Background: an optimization exercise with open tools, aiming at small area, a short achievable clock period and few clock cycles per item. Do not read the settings as production practice.
The RTL was checked by simulation tests, not by an equivalence proof against the original design.

<file path="run.sh">
#!/bin/bash
# synth_recipe.tcl (not shown) runs the flow's synth.tcl, then flattens the netlist and writes it again
# the make line also repeats each setting of config.mk as NAME=value (left out here)
make -C /OpenROAD-flow-scripts/flow DESIGN_CONFIG=/design/flow/config.mk WORK_HOME=/design/flow/orfs CLKGATE_MAP_FILE= SYNTH_SCRIPT=/design/flow/synth_recipe.tcl finish
</file>
<file path="config.mk">
export PLATFORM = sky130hd
export DESIGN_NAME = ifft_top
export DESIGN_NICKNAME = ifft_top
export VERILOG_FILES = /design/flow/design.v
export SDC_FILE = /design/flow/constraint.sdc
export NUM_CORES = 4
export LEC_CHECK = 0
export ABC_CLOCK_PERIOD_IN_PS = 3500
export CAP_MARGIN = 20
export CORE_MARGIN = 2
export CORE_UTILIZATION = 40
export SLEW_MARGIN = 20
</file>
<file path="constraint.sdc">
create_clock -name core_clock -period 13.6 [get_ports {clk}]
set_input_delay 2.7200 -clock core_clock [delete_from_list [all_inputs] [get_ports {clk}]]
set_output_delay 2.7200 -clock core_clock [all_outputs]
set_load 0.01 [all_outputs]
</file>
<file path="design.v">
module ifft_top (
    input  wire        clk,
    input  wire        rst,
    input  wire        ifft_enable,
    input  wire [15:0] in_0_real,
    input  wire [15:0] in_1_real,
    input  wire [15:0] in_2_real,
    input  wire [15:0] in_3_real,
    input  wire [15:0] in_4_real,
    input  wire [15:0] in_5_real,
    input  wire [15:0] in_6_real,
    input  wire [15:0] in_7_real,
    input  wire [15:0] in_8_real,
    input  wire [15:0] in_9_real,
    input  wire [15:0] in_10_real,
    input  wire [15:0] in_11_real,
    input  wire [15:0] in_0_imag,
    input  wire [15:0] in_1_imag,
    input  wire [15:0] in_2_imag,
    input  wire [15:0] in_3_imag,
    input  wire [15:0] in_4_imag,
    input  wire [15:0] in_5_imag,
    input  wire [15:0] in_6_imag,
    input  wire [15:0] in_7_imag,
    input  wire [15:0] in_8_imag,
    input  wire [15:0] in_9_imag,
    input  wire [15:0] in_10_imag,
    input  wire [15:0] in_11_imag,
    output wire [15:0] ifft_out_real,
    output wire [15:0] ifft_out_imag,
    output wire        finish
);
  integer i;
  reg       busy;
  reg [4:0] t;
  reg       fin;
  wire      start = ~busy & ifft_enable;
  always @(posedge clk or negedge rst) begin
    if (!rst) begin
      busy <= 1'b0;
      t    <= 5'd0;
      fin  <= 1'b0;
    end else begin
      if (start) begin
        busy <= 1'b1;
        t    <= 5'd1;
      end else if (busy) begin
        t <= t + 5'd1;
        if (t == 5'd24) busy <= 1'b0;
      end
      fin <= busy & (t >= 5'd8) & (t <= 5'd23);
    end
  end
  assign finish = fin;
  reg [3:0] phA, phB1, phB2, phC;
  reg [1:0] kO;
  wire [3:0] phA_n = busy ? phA + 4'd1 : 4'd0;
  reg  r0A, r1A, r2A, r3A;
  reg  r0C, r1C, r2C, r3C, p3C;
  always @(posedge clk) begin
    phA  <= phA_n;
    phB1 <= phA;
    phB2 <= phB1;
    phC  <= phB2;
    r0A  <= (phA_n[3:2] == 2'd0);
    r1A  <= (phA_n[3:2] == 2'd1);
    r2A  <= (phA_n[3:2] == 2'd2);
    r3A  <= (phA_n[3:2] == 2'd3);
    r0C  <= (phB2[3:2] == 2'd0);
    r1C  <= (phB2[3:2] == 2'd1);
    r2C  <= (phB2[3:2] == 2'd2);
    r3C  <= (phB2[3:2] == 2'd3);
    p3C  <= (phB2[1:0] == 2'd3);
    kO   <= t[1:0] + 2'd2;    
  end
  reg [15:0] ar[0:3], ai[0:3], br[0:3], bi[0:3], cr[0:3], ci[0:3];
  always @(posedge clk) begin
    if (!busy) begin
      ar[0] <= in_0_real;  ai[0] <= in_0_imag;
      ar[1] <= in_1_real;  ai[1] <= in_1_imag;
      ar[2] <= in_2_real;  ai[2] <= in_2_imag;
      ar[3] <= in_3_real;  ai[3] <= in_3_imag;
      br[0] <= in_4_real;  bi[0] <= in_4_imag;
      br[1] <= in_5_real;  bi[1] <= in_5_imag;
      br[2] <= in_6_real;  bi[2] <= in_6_imag;
      br[3] <= in_7_real;  bi[3] <= in_7_imag;
      cr[0] <= in_8_real;  ci[0] <= in_8_imag;
      cr[1] <= in_9_real;  ci[1] <= in_9_imag;
      cr[2] <= in_10_real; ci[2] <= in_10_imag;
      cr[3] <= in_11_real; ci[3] <= in_11_imag;
    end else begin
      for (i = 0; i < 4; i = i + 1) begin
        ar[i] <= ar[(i+1)%4]; ai[i] <= ai[(i+1)%4];
        br[i] <= br[(i+1)%4]; bi[i] <= bi[(i+1)%4];
        cr[i] <= cr[(i+1)%4]; ci[i] <= ci[(i+1)%4];
      end
    end
  end
  reg  [15:0] zr[0:3], zi[0:3];
  wire [15:0] zin_r, zin_i;
  always @(posedge clk) begin
    zr[0] <= zin_r; zi[0] <= zin_i;
    for (i = 1; i < 4; i = i + 1) begin
      zr[i] <= zr[i-1]; zi[i] <= zi[i-1];
    end
  end
  wire [15:0] wopr = cr[0] ^ {16{r1A}}, wopi = ci[0] ^ {16{r1A}};
  wire [15:0] vopr = r0A ? ~br[0] : 16'd0, vopi = r0A ? ~bi[0] : 16'd0;
  wire [1:0]  kA = {1'b0, r1A} + {1'b0, r0A};
  wire [15:0] pre_r = ar[0] + wopr + vopr + {14'd0, kA};
  wire [15:0] pre_i = ai[0] + wopi + vopi + {14'd0, kA};
  wire [15:0] pbr = r2A ? br[0] : r3A ? zr[0] : pre_r;
  wire [15:0] pbi = r2A ? bi[0] : r3A ? zi[0] : pre_i;
  localparam M_ID = 3'd0, M_J = 3'd1, M_T1 = 3'd2, M_T3 = 3'd3,
             M_W1 = 3'd4, M_W3 = 3'd5, M_W5 = 3'd6, M_W7 = 3'd7;
  reg [2:0] modeN, modeA;
  always @(posedge clk) modeA <= modeN;
  always @(*) begin
    case (phA_n)
      4'd0:  modeN = M_ID; 4'd1:  modeN = M_T1; 4'd2:  modeN = M_J;  4'd3:  modeN = M_T3;
      4'd4:  modeN = M_ID; 4'd5:  modeN = M_W1; 4'd6:  modeN = M_T1; 4'd7:  modeN = M_W3;
      4'd8:  modeN = M_J;  4'd9:  modeN = M_W5; 4'd10: modeN = M_T3; 4'd11: modeN = M_W7;
      4'd12: modeN = M_ID; 4'd13: modeN = M_T1; 4'd14: modeN = M_J;  default: modeN = M_T3;
    endcase
  end
  reg [4:0]  cre, cim;
  reg        hs;
  always @(*) begin
    case (modeA)
      M_W1:    begin cre = 5'b00_11_0; cim = 5'b10_00_0; hs = 1'b0; end
      M_W3:    begin cre = 5'b11_00_0; cim = 5'b00_10_0; hs = 1'b0; end
      M_W5:    begin cre = 5'b11_01_1; cim = 5'b00_11_1; hs = 1'b0; end
      M_W7:    begin cre = 5'b01_11_1; cim = 5'b11_00_1; hs = 1'b0; end
      M_T1:    begin cre = 5'b00_11_0; cim = 5'b10_00_0; hs = 1'b1; end
      default: begin cre = 5'b01_11_1; cim = 5'b00_11_1; hs = 1'b1; end  
    endcase
  end
  function [10:0] kconst(input [4:0] c, input h);
    kconst = 11'd4 + {10'd0, h} + {10'd0, c[0]}
           + (c[3] ? (h ? 11'd724 : 11'd946) : 11'd0)
           + (c[1] ? (h ? 11'd724 : 11'd391) : 11'd0);
  endfunction
  wire byA = (modeA == M_ID) | (modeA == M_J);
  wire jA  = (modeA == M_J);
  reg [15:0] XRr, YRr, ZRr, XRi, YRi, ZRi;
  reg        hsB, byB, byB2;
  reg [10:0] kreB, kimB, kreB2, kimB2;
  always @(posedge clk) begin
    XRr <= byA ? (jA ? -pbi : pbr) : (cre[4] ? pbi : pbr) ^ {16{cre[3]}};
    YRr <= (cre[2] ? pbi : pbr) ^ {16{cre[1]}};
    ZRr <= cre[0] ? ~pbr : 16'd0;
    XRi <= byA ? (jA ? pbr : pbi) : (cim[4] ? pbi : pbr) ^ {16{cim[3]}};
    YRi <= (cim[2] ? pbi : pbr) ^ {16{cim[1]}};
    ZRi <= cim[0] ? ~pbi : 16'd0;
    hsB  <= hs;
    byB  <= byA;
    byB2 <= byB;
    kreB <= kconst(cre, hs); kimB <= kconst(cim, hs);
    kreB2 <= kreB; kimB2 <= kimB;
  end
  wire [25:0] s_re, c_re, s_im, c_im;
  ifft_tw_comp u_re (.x(XRr), .y(YRr), .z(ZRr), .hsel(hsB), .s(s_re), .c(c_re));
  ifft_tw_comp u_im (.x(XRi), .y(YRi), .z(ZRi), .hsel(hsB), .s(s_im), .c(c_im));
  reg  [25:0] SRr, CRr, SRi, CRi;
  reg  [15:0] BPr, BPi;
  always @(posedge clk) begin
    SRr <= s_re; CRr <= c_re;
    SRi <= s_im; CRi <= c_im;
    BPr <= XRr;  BPi <= XRi;
  end
  wire [25:0] prod_r = SRr + CRr + {15'd0, kreB2};
  wire [25:0] prod_i = SRi + CRi + {15'd0, kimB2};
  reg  [15:0] MRr, MRi;
  always @(posedge clk) begin
    MRr <= byB2 ? BPr : prod_r[25:10];
    MRi <= byB2 ? BPi : prod_i[25:10];
  end
  wire [15:0] z3r = zr[3], z3i = zi[3];
  wire [15:0] a1r = r0C ? ar[1] : z3r,  a1i = r0C ? ai[1] : z3i;
  wire [15:0] a2r = r0C ? cr[1] : MRr,  a2i = r0C ? ci[1] : MRi;
  wire [15:0] a3r = r0C ? br[1] : 16'd0, a3i = r0C ? bi[1] : 16'd0;
  wire [15:0] sum_r = a1r + a2r + a3r, sum_i = a1i + a2i + a3i;
  wire [15:0] dif_r = z3r - MRr, dif_i = z3i - MRi;
  wire [15:0] gv_r = r1C ? z3r : r3C ? MRr : sum_r;
  wire [15:0] gv_i = r1C ? z3i : r3C ? MRi : sum_i;
  assign zin_r = r2C ? dif_r : MRr;
  assign zin_i = r2C ? dif_i : MRi;
  reg [15:0] sr[0:2], si[0:2];
  reg [15:0] g0r, g0i, g1r, g1i, g2r, g2i, g3r, g3i;
  always @(posedge clk) begin
    sr[0] <= gv_r;  si[0] <= gv_i;
    sr[1] <= sr[0]; si[1] <= si[0];
    sr[2] <= sr[1]; si[2] <= si[1];
    if (p3C) begin
      g0r <= sr[2]; g0i <= si[2];
      g1r <= sr[1]; g1i <= si[1];
      g2r <= sr[0]; g2i <= si[0];
      g3r <= gv_r;  g3i <= gv_i;
    end
  end
  reg swp, nr1, nr3, ni1, ni3;
  always @(posedge clk) begin
    swp <= kO[1];
    nr1 <= (kO == 2'd1) | (kO == 2'd2);
    nr3 <= (kO == 2'd1) | (kO == 2'd3);
    ni1 <= (kO == 2'd1) | (kO == 2'd3);
    ni3 <= (kO == 2'd1) | (kO == 2'd2);
  end
  wire        n2  = swp;
  wire [15:0] or1 = (swp ? g1i : g1r) ^ {16{nr1}};
  wire [15:0] or3 = (swp ? g3i : g3r) ^ {16{nr3}};
  wire [15:0] or2 = g2r ^ {16{n2}};
  wire [15:0] oi1 = (swp ? g1r : g1i) ^ {16{ni1}};
  wire [15:0] oi3 = (swp ? g3r : g3i) ^ {16{ni3}};
  wire [15:0] oi2 = g2i ^ {16{n2}};
  wire [1:0]  cor = nr1 + nr3 + n2;
  wire [1:0]  coi = ni1 + ni3 + n2;
  wire [15:0] o_r = g0r + or1 + or2 + or3 + {14'd0, cor};
  wire [15:0] o_i = g0i + oi1 + oi2 + oi3 + {14'd0, coi};
  reg  [15:0] OR, OI;
  always @(posedge clk) begin
    OR <= o_r; OI <= o_i;
  end
  assign ifft_out_real = OR;
  assign ifft_out_imag = OI;
endmodule
module ifft_tw_comp (
    input  wire [15:0] x,
    input  wire [15:0] y,
    input  wire [15:0] z,
    input  wire        hsel,
    output wire [25:0] s,
    output wire [25:0] c
);
  wire [25:0] X = {{10{x[15]}}, x};
  wire [25:0] Y = {{10{y[15]}}, y};
  wire [25:0] o0  = X << 10;
  wire [25:0] o1  = ~(X << 6);
  wire [25:0] o2  = hsel ? ~(X << 8) : ~(X << 4);
  wire [25:0] o3  = hsel ? (X << 4) : (X << 1);
  wire [25:0] o4  = hsel ? (X << 2) : 26'd0;
  wire [25:0] o5  = Y << 9;
  wire [25:0] o6  = hsel ? (Y << 8) : ~(Y << 7);
  wire [25:0] o7  = hsel ? ~(Y << 5) : (Y << 3);
  wire [25:0] o8  = hsel ? ~(Y << 3) : ~Y;
  wire [25:0] o9  = hsel ? ~(Y << 2) : 26'd0;
  wire [25:0] o10 = {{10{z[15]}}, z};
  wire [25:0] s1a, c1a, s1b, c1b, s1c, c1c;
  ifft_csa l1a (o0, o1, o2,  s1a, c1a);
  ifft_csa l1b (o3, o4, o5,  s1b, c1b);
  ifft_csa l1c (o6, o7, o8,  s1c, c1c);
  wire [25:0] s2a, c2a, s2b, c2b;
  ifft_csa l2a (s1a, c1a, s1b, s2a, c2a);
  ifft_csa l2b (c1b, s1c, c1c, s2b, c2b);
  wire [25:0] s3a, c3a, s3b, c3b;
  ifft_csa l3a (s2a, c2a, s2b, s3a, c3a);
  ifft_csa l3b (c2b, o9, o10, s3b, c3b);
  wire [25:0] s4, c4;
  ifft_csa l4 (s3a, c3a, s3b, s4, c4);
  ifft_csa l5 (s4, c4, c3b, s, c);
endmodule
module ifft_csa (
    input  wire [25:0] a,
    input  wire [25:0] b,
    input  wire [25:0] d,
    output wire [25:0] s,
    output wire [25:0] c
);
  assign s = a ^ b ^ d;
  wire [25:0] m = (a & b) | (a & d) | (b & d);
  assign c = {m[24:0], 1'b0};
endmodule
</file>
==> impl_metrics.ini, run 1 <==
[finish]
drive_gt1_share_pct = 12.8
areaGrowthSynthToFinish_pct = 18.1
fillers = 13135
finalNetCount = 6744
layout_commonest_cell = dfxtp_1
final_core_util_pct = 47.4
final_cell_mix = dfxtp_1, inv_1, fa_1, mux2_2, clkdlybuf4s50_1

[floorplan]
die_w_um = 383
dieHeight_um = 383
initial_core_util_pct = 40.1
fp.dieArea_um2 = 147000
io_pins = 420
core_area_um2 = 143000
rows = 139

[setup_path]
worstSetupPathType = register to register
start_kind = register
crit_fanout = 33
r2r_slack_ns = 7.77
critical_path_required_ns = 14.25
end_kind = register
cp.arrival_ns = 6.48

[yosys]
synth_area_um2 = 57400
async_flop_share_pct = 0.632
ys.flop_type = dfxtp_1
synth_edf_count = 128
seq_area_frac_synth_pct = 40.9
yosysWarnings = 11
syn_avg_cell_area_um2 = 11.1
synthCells = 5195
ys_seq_elements = 1107
synthDistinctLibCells = 90

[clocking]
cts-root-buf = clkbuf_16
cts_sinks = 1107
cts_setup_buffers = 0
cts_max_level = 3
cts.path.max_buffers = 3
clock_latency_ns = 0.76
ctsHoldBuffers = 0
cts_made_buffers = 118
clk_pin_slew_worst_paths_ns = 0.06
cts_tree = yes
cts_resized = 0

[global_route]
grt_usage_pct = 21.9
overflow = 0
grt_pass1_vias = 38480
grt_pass1_wl_um = 239000
antenna_found_initial = 14
grt_start_max_net_pins = 96

[place]
finalWeightedCongestion = 0.914
dp_slack_ns = 7.74
numPortBuffers = 419
hpwl_um = 128000

[drt]
drcViolationCount = 0
drtAntennaViolNets = 0
wl_um = 160000
drt_pass1_iterations = 5
first_iter_violations = 2380
routed_wire_length_per_instance_um = 21.1
viasPerCell = 4.95
vias = 37570

[sta]
period_needed_ns = 5.83
timing.fmax_mhz = 172
setup_violations = 0
worst_pin_slew_ns = 1.20
hold_viol_final = 0
rsz0062_at_grt = false
slew_violations = 0
worst_slack_ns = 7.77
tns_ns = 0
fin_crit_sh_pct = 42.9
skew_ns = 0.0465
holdWs_ns = 0.292
max_slew_margin_pct = 19.8

[outcome]
status = timing/DRC/antenna clean

[hold_path]
holdCritPathClass = register to register

[job]
cap_viol_max_count = 0
==> registers in the layout, indices dropped and copies added, names as in the netlist, 24 cells and up <==
signal	cells
CRi	24
CRr	24
SRi	26
SRr	26
ai	64
ar	64
bi	64
br	64
ci	64
cr	64
si	48
sr	48
zi	64
zr	64
==> synthesized netlist by cell type (17+ instances only) <==
cell type	count	area, µm²
a211oi_1	44	330
a21boi_0	25	188
a21o_1	43	323
a21oi_1	161	806
a31oi_1	18	113
and2_1	61	382
buf_1	31	116
clkbuf_1	150	563
dfxtp_1	972	19500
edfxtp_1	128	3840
fa_1	495	9910
ha_1	280	3500
inv_1	648	2430
mux2_2	440	4950
mux2i_1	83	831
nand2_1	393	1480
nand2b_1	50	313
nand3_1	30	150
nor2_1	199	747
nor2b_1	32	200
nor3_1	47	235
o21a_1	25	188
o21ai_0	228	1140
o21ai_1	18	90.1
o22ai_1	17	106
o31ai_1	18	135
or2_2	17	106
or3_1	25	156
xnor2_1	250	2190
xor2_1	80	701
==> layout make-up <==
cell class | count | area (µm²) | area share, %
antenna | 5 | 12.5 | 0.0184
tap | 1903 | 2380 | 3.51
inverter | 652 | 2450 | 3.61
clock inverter | 69 | 985 | 1.45
multi-input combinational | 3252 | 30800 | 45.4
sequential | 1107 | 23500 | 34.7
timing repair buffer | 451 | 4430 | 6.54
clock buffer | 153 | 3260 | 4.80
==> through the flow <==
step                      area [µm²]  instances
after floorplan                57500       5201
after global placement         63600       7365
after detailed placement       63600       7365
after CTS                      67800       7587
after global routing           67800       7588
final                          67800       7592
==> layer usage <==
layer,up-vias,global-route usage (%),part of all wire [%]
met5,-,0,0.0062
met4,2,6.14,2.5
met3,213,4.98,7.2
met2,1058,35.8,47
met1,18470,29.0,43
li1,17827,-,-
==> critical path, cell delays in order, from the launching register on <==
cell       delay, ns
dfxtp_2         0.31
buf_4           0.46
ha_1            0.39
inv_1           0.08
fa_1            0.48
inv_1           0.05
fa_1            0.43
ha_1            0.25
fa_1            0.50
a211oi_2        0.27
o21ai_1         0.13
a211o_1         0.33
a2111oi_0       0.36
or3_1           0.22
o21ai_1         0.09
xnor2_1         0.12
a21oi_1         0.64
mux2_2          0.41
a211o_1         0.22
==> cell families after synthesis <==
logic type / synth area share (%)
other cells: 0.0131
flops: 40.9
buf+inv: 5.53
xor+xnor: 5.03
fa+ha+maj: 23.4
compound gates: 7.86
simple gates: 7.23
mux: 10.1
==> worst paths after layout <==
| path | from | depth (start not counted) | to |
|---|---|---|---|
| max in group asynchronous | rst | 1 | busy$_DFF_PN0_ |
| setup / recovery | r1A$_DFF_P_ | 18 | XRr[15]$_DFF_P_ |
| hold reg to reg | phB1[3]$_DFF_P_ | 0 | phB2[3]$_DFF_P_ |
| setup reg to reg | r1A$_DFF_P_ | 18 | XRr[15]$_DFF_P_ |
| hold / removal | phB1[3]$_DFF_P_ | 0 | phB2[3]$_DFF_P_ |
| min in group asynchronous | rst | 1 | t[1]$_DFFE_PN0P_ |
Testbench counts, summed over its fixed seeds: cycles 12,800, items 512.
==> run 2: changes to the inputs <==
--- a/config.mk
+++ b/config.mk
@@ -6,5 +6,5 @@
 export NUM_CORES = 4
 export LEC_CHECK = 0
-export ABC_CLOCK_PERIOD_IN_PS = 3500
+export ABC_CLOCK_PERIOD_IN_PS = 2500
 export CAP_MARGIN = 20
 export CORE_MARGIN = 2
==> impl_metrics.ini, run 2 <==
[yosys]
synth_top_family_by_area = adder cells
synthMostInstantiatedCell = dfxtp_1
synth_area_um2 = 57400
yosysTopAreaCell = dfxtp_1
seq_area_frac_synth_pct = 40.9
syn_avg_cell_area_um2 = 11.1
synth_top_area_share_pct = 33.9
synth_edf_count = 128
synthXorXnorAreaFrac_pct = 5.03
ys.flop_type = dfxtp_1
yosysWarnings = 11
async_flop_share_pct = 0.632
muxShareOfSynthArea_pct = 10.1
synth_common_cells = dfxtp_1, inv_1, fa_1
ys_seq_elements = 1107
synthCells = 5195
synthSimpleGateAreaFrac_pct = 7.23
synthAdderAreaFrac_pct = 23.4
synthDistinctLibCells = 90
synth_compound_area_share_pct = 7.86
synth.area.top_cells = dfxtp_1, fa_1, mux2_2

[setup_path]
worstSetupPathType = register to register
cp.arrival_ns = 6.48
end_kind = register
start_kind = register
critical_path_required_ns = 14.25
crit_fanout = 33

[drt]
wl_um = 160000
viasPerCell = 4.95
first_iter_violations = 2380
drtAntennaViolNets = 0
routed_wire_length_per_instance_um = 21.1
drcViolationCount = 0
drt_pass1_iterations = 5
vias = 37570

[hold_path]
holdCritPathClass = register to register

[clocking]
cts_sinks = 1107
cts_tree = yes
cts_setup_buffers = 0
clk_pin_slew_worst_paths_ns = 0.06
cts.path.max_buffers = 3
cts_max_level = 3
cts-root-buf = clkbuf_16
clock_latency_ns = 0.76
cts_resized = 0
ctsHoldBuffers = 0
cts_made_buffers = 118

[global_route]
grt_pass1_wl_um = 239000
grt_busiest_layer = met2
grt_pass1_vias = 38480
grt_start_max_net_pins = 96
grt_use_met3_pct = 4.98
grt_usage_pct = 21.9
overflow = 0
grtUsageMet2_pct = 35.8
antenna_found_initial = 14
grt_util_met1_pct = 29.0

[floorplan]
fp.dieArea_um2 = 147000
core_area_um2 = 143000
io_pins = 420
die_w_um = 383
initial_core_util_pct = 40.1
dieHeight_um = 383
rows = 139

[sta]
fin_crit_sh_pct = 42.9
slew_violations = 0
tns_ns = 0
setup_violations = 0
skew_ns = 0.0465
timing.fmax_mhz = 172
worst_pin_slew_ns = 1.20
max_slew_margin_pct = 19.8
hold_viol_final = 0
rsz0062_at_grt = false
period_needed_ns = 5.83

[finish]
drive_gt1_share_pct = 12.8
stdcell_count = 7592
areaGrowthSynthToFinish_pct = 18.1
stdcell_area_um2 = 67800
final_cell_mix = dfxtp_1, inv_1, fa_1, mux2_2, clkdlybuf4s50_1
finalNetCount = 6744
layout_commonest_cell = dfxtp_1

[place]
dpl_cell_area_um2 = 63600
post-place-cells = 7365
numPortBuffers = 419
hpwl_um = 128000
finalWeightedCongestion = 0.914

[job]
cap_viol_max_count = 0

[outcome]
status = timing/DRC/antenna clean
run 2: cells by family after synthesis:
logic type / count (synthesis)
AOI/OAI and AO/OA: 714
xor gates and xnor gates: 330
adders and majority gates: 775
buffers and inverters: 842
DFF: 1107
muxes: 524
other: 2
and+or+nand+nor: 901
run 2: worst paths after layout:
kind / from / endpoint / slack [ns] / cells after the start
worst max-delay path: r1A$_DFF_P_ / XRr[15]$_DFF_P_ / 7.77 / 18
worst min-delay path: phB1[3]$_DFF_P_ / phB2[3]$_DFF_P_ / 0.29 / 0
worst max register to register: r1A$_DFF_P_ / XRr[15]$_DFF_P_ / 7.77 / 18
worst min register to register: phB1[3]$_DFF_P_ / phB2[3]$_DFF_P_ / 0.29 / 0
max in group asynchronous: rst / busy$_DFF_PN0_ / 11.08 / 1
min in group asynchronous: rst / t[1]$_DFFE_PN0P_ / 2.24 / 1
run 2: critical path: stages, from the launching register on:
cell       delay [ns]
dfxtp_2          0.31
buf_4            0.46
ha_1             0.39
inv_1            0.08
fa_1             0.48
inv_1            0.05
fa_1             0.43
ha_1             0.25
fa_1             0.50
a211oi_2         0.27
o21ai_1          0.13
a211o_1          0.33
a2111oi_0        0.36
or3_1            0.22
o21ai_1          0.09
xnor2_1          0.12
a21oi_1          0.64
mux2_2           0.41
a211o_1          0.22
run 2: metal layers:
layer | vias up | wire length, µm
met3 | 213 | 11500
li1 | 17827 | -
met5 | - | 10
met2 | 1058 | 75400
met1 | 18470 | 69400
met4 | 2 | 4040
run 2: area by class of cell:
class                   count  area [µm²]
inverters                 652        2450
clock buffers             153        3260
multi-input cells        3252       30800
fillers                 13135       75300
diodes                      5        12.5
clock inverters            69         985
well taps                1903        2380
flip-flops and latches   1107       23500
repair buffers            451        4430
run 2: through the flow:
step	worst slack [ns]	utilization (%)	hold WS [ns]
CTS	7.78	47.4	0.295
global route	7.48	47.4	0.305
finish	7.77	47.4	0.292
detailed placement	7.74	44.4	0.312
floorplan	8.35	-	0.310
global placement	7.81	44.4	0.310

## separate check: timing with driven ports
The flow's constraints put no driver on any port. The routed layouts listed below were extracted and timed again, unchanged, in two steps. Step 1, drivers: a clkbuf_16 drives clk and a buf_2 each remaining input, both assumed. Step 2 times the ports against the registers' clock, not the clock port: input delays grow and output delays shrink by t, the midpoint of the rising clock arrivals with the driver on. Slacks: ideal / step 1 / step 2; pairs: ideal / step 1.
run	shift t [ns]	setup slack, ns	clock arrival spread, ns
run 1	0.817	7.769 / 7.769 / 7.769	0.047 / 0.047
run 2	0.817	7.769 / 7.769 / 7.769	0.047 / 0.047
After both steps every run listed still meets setup and hold.
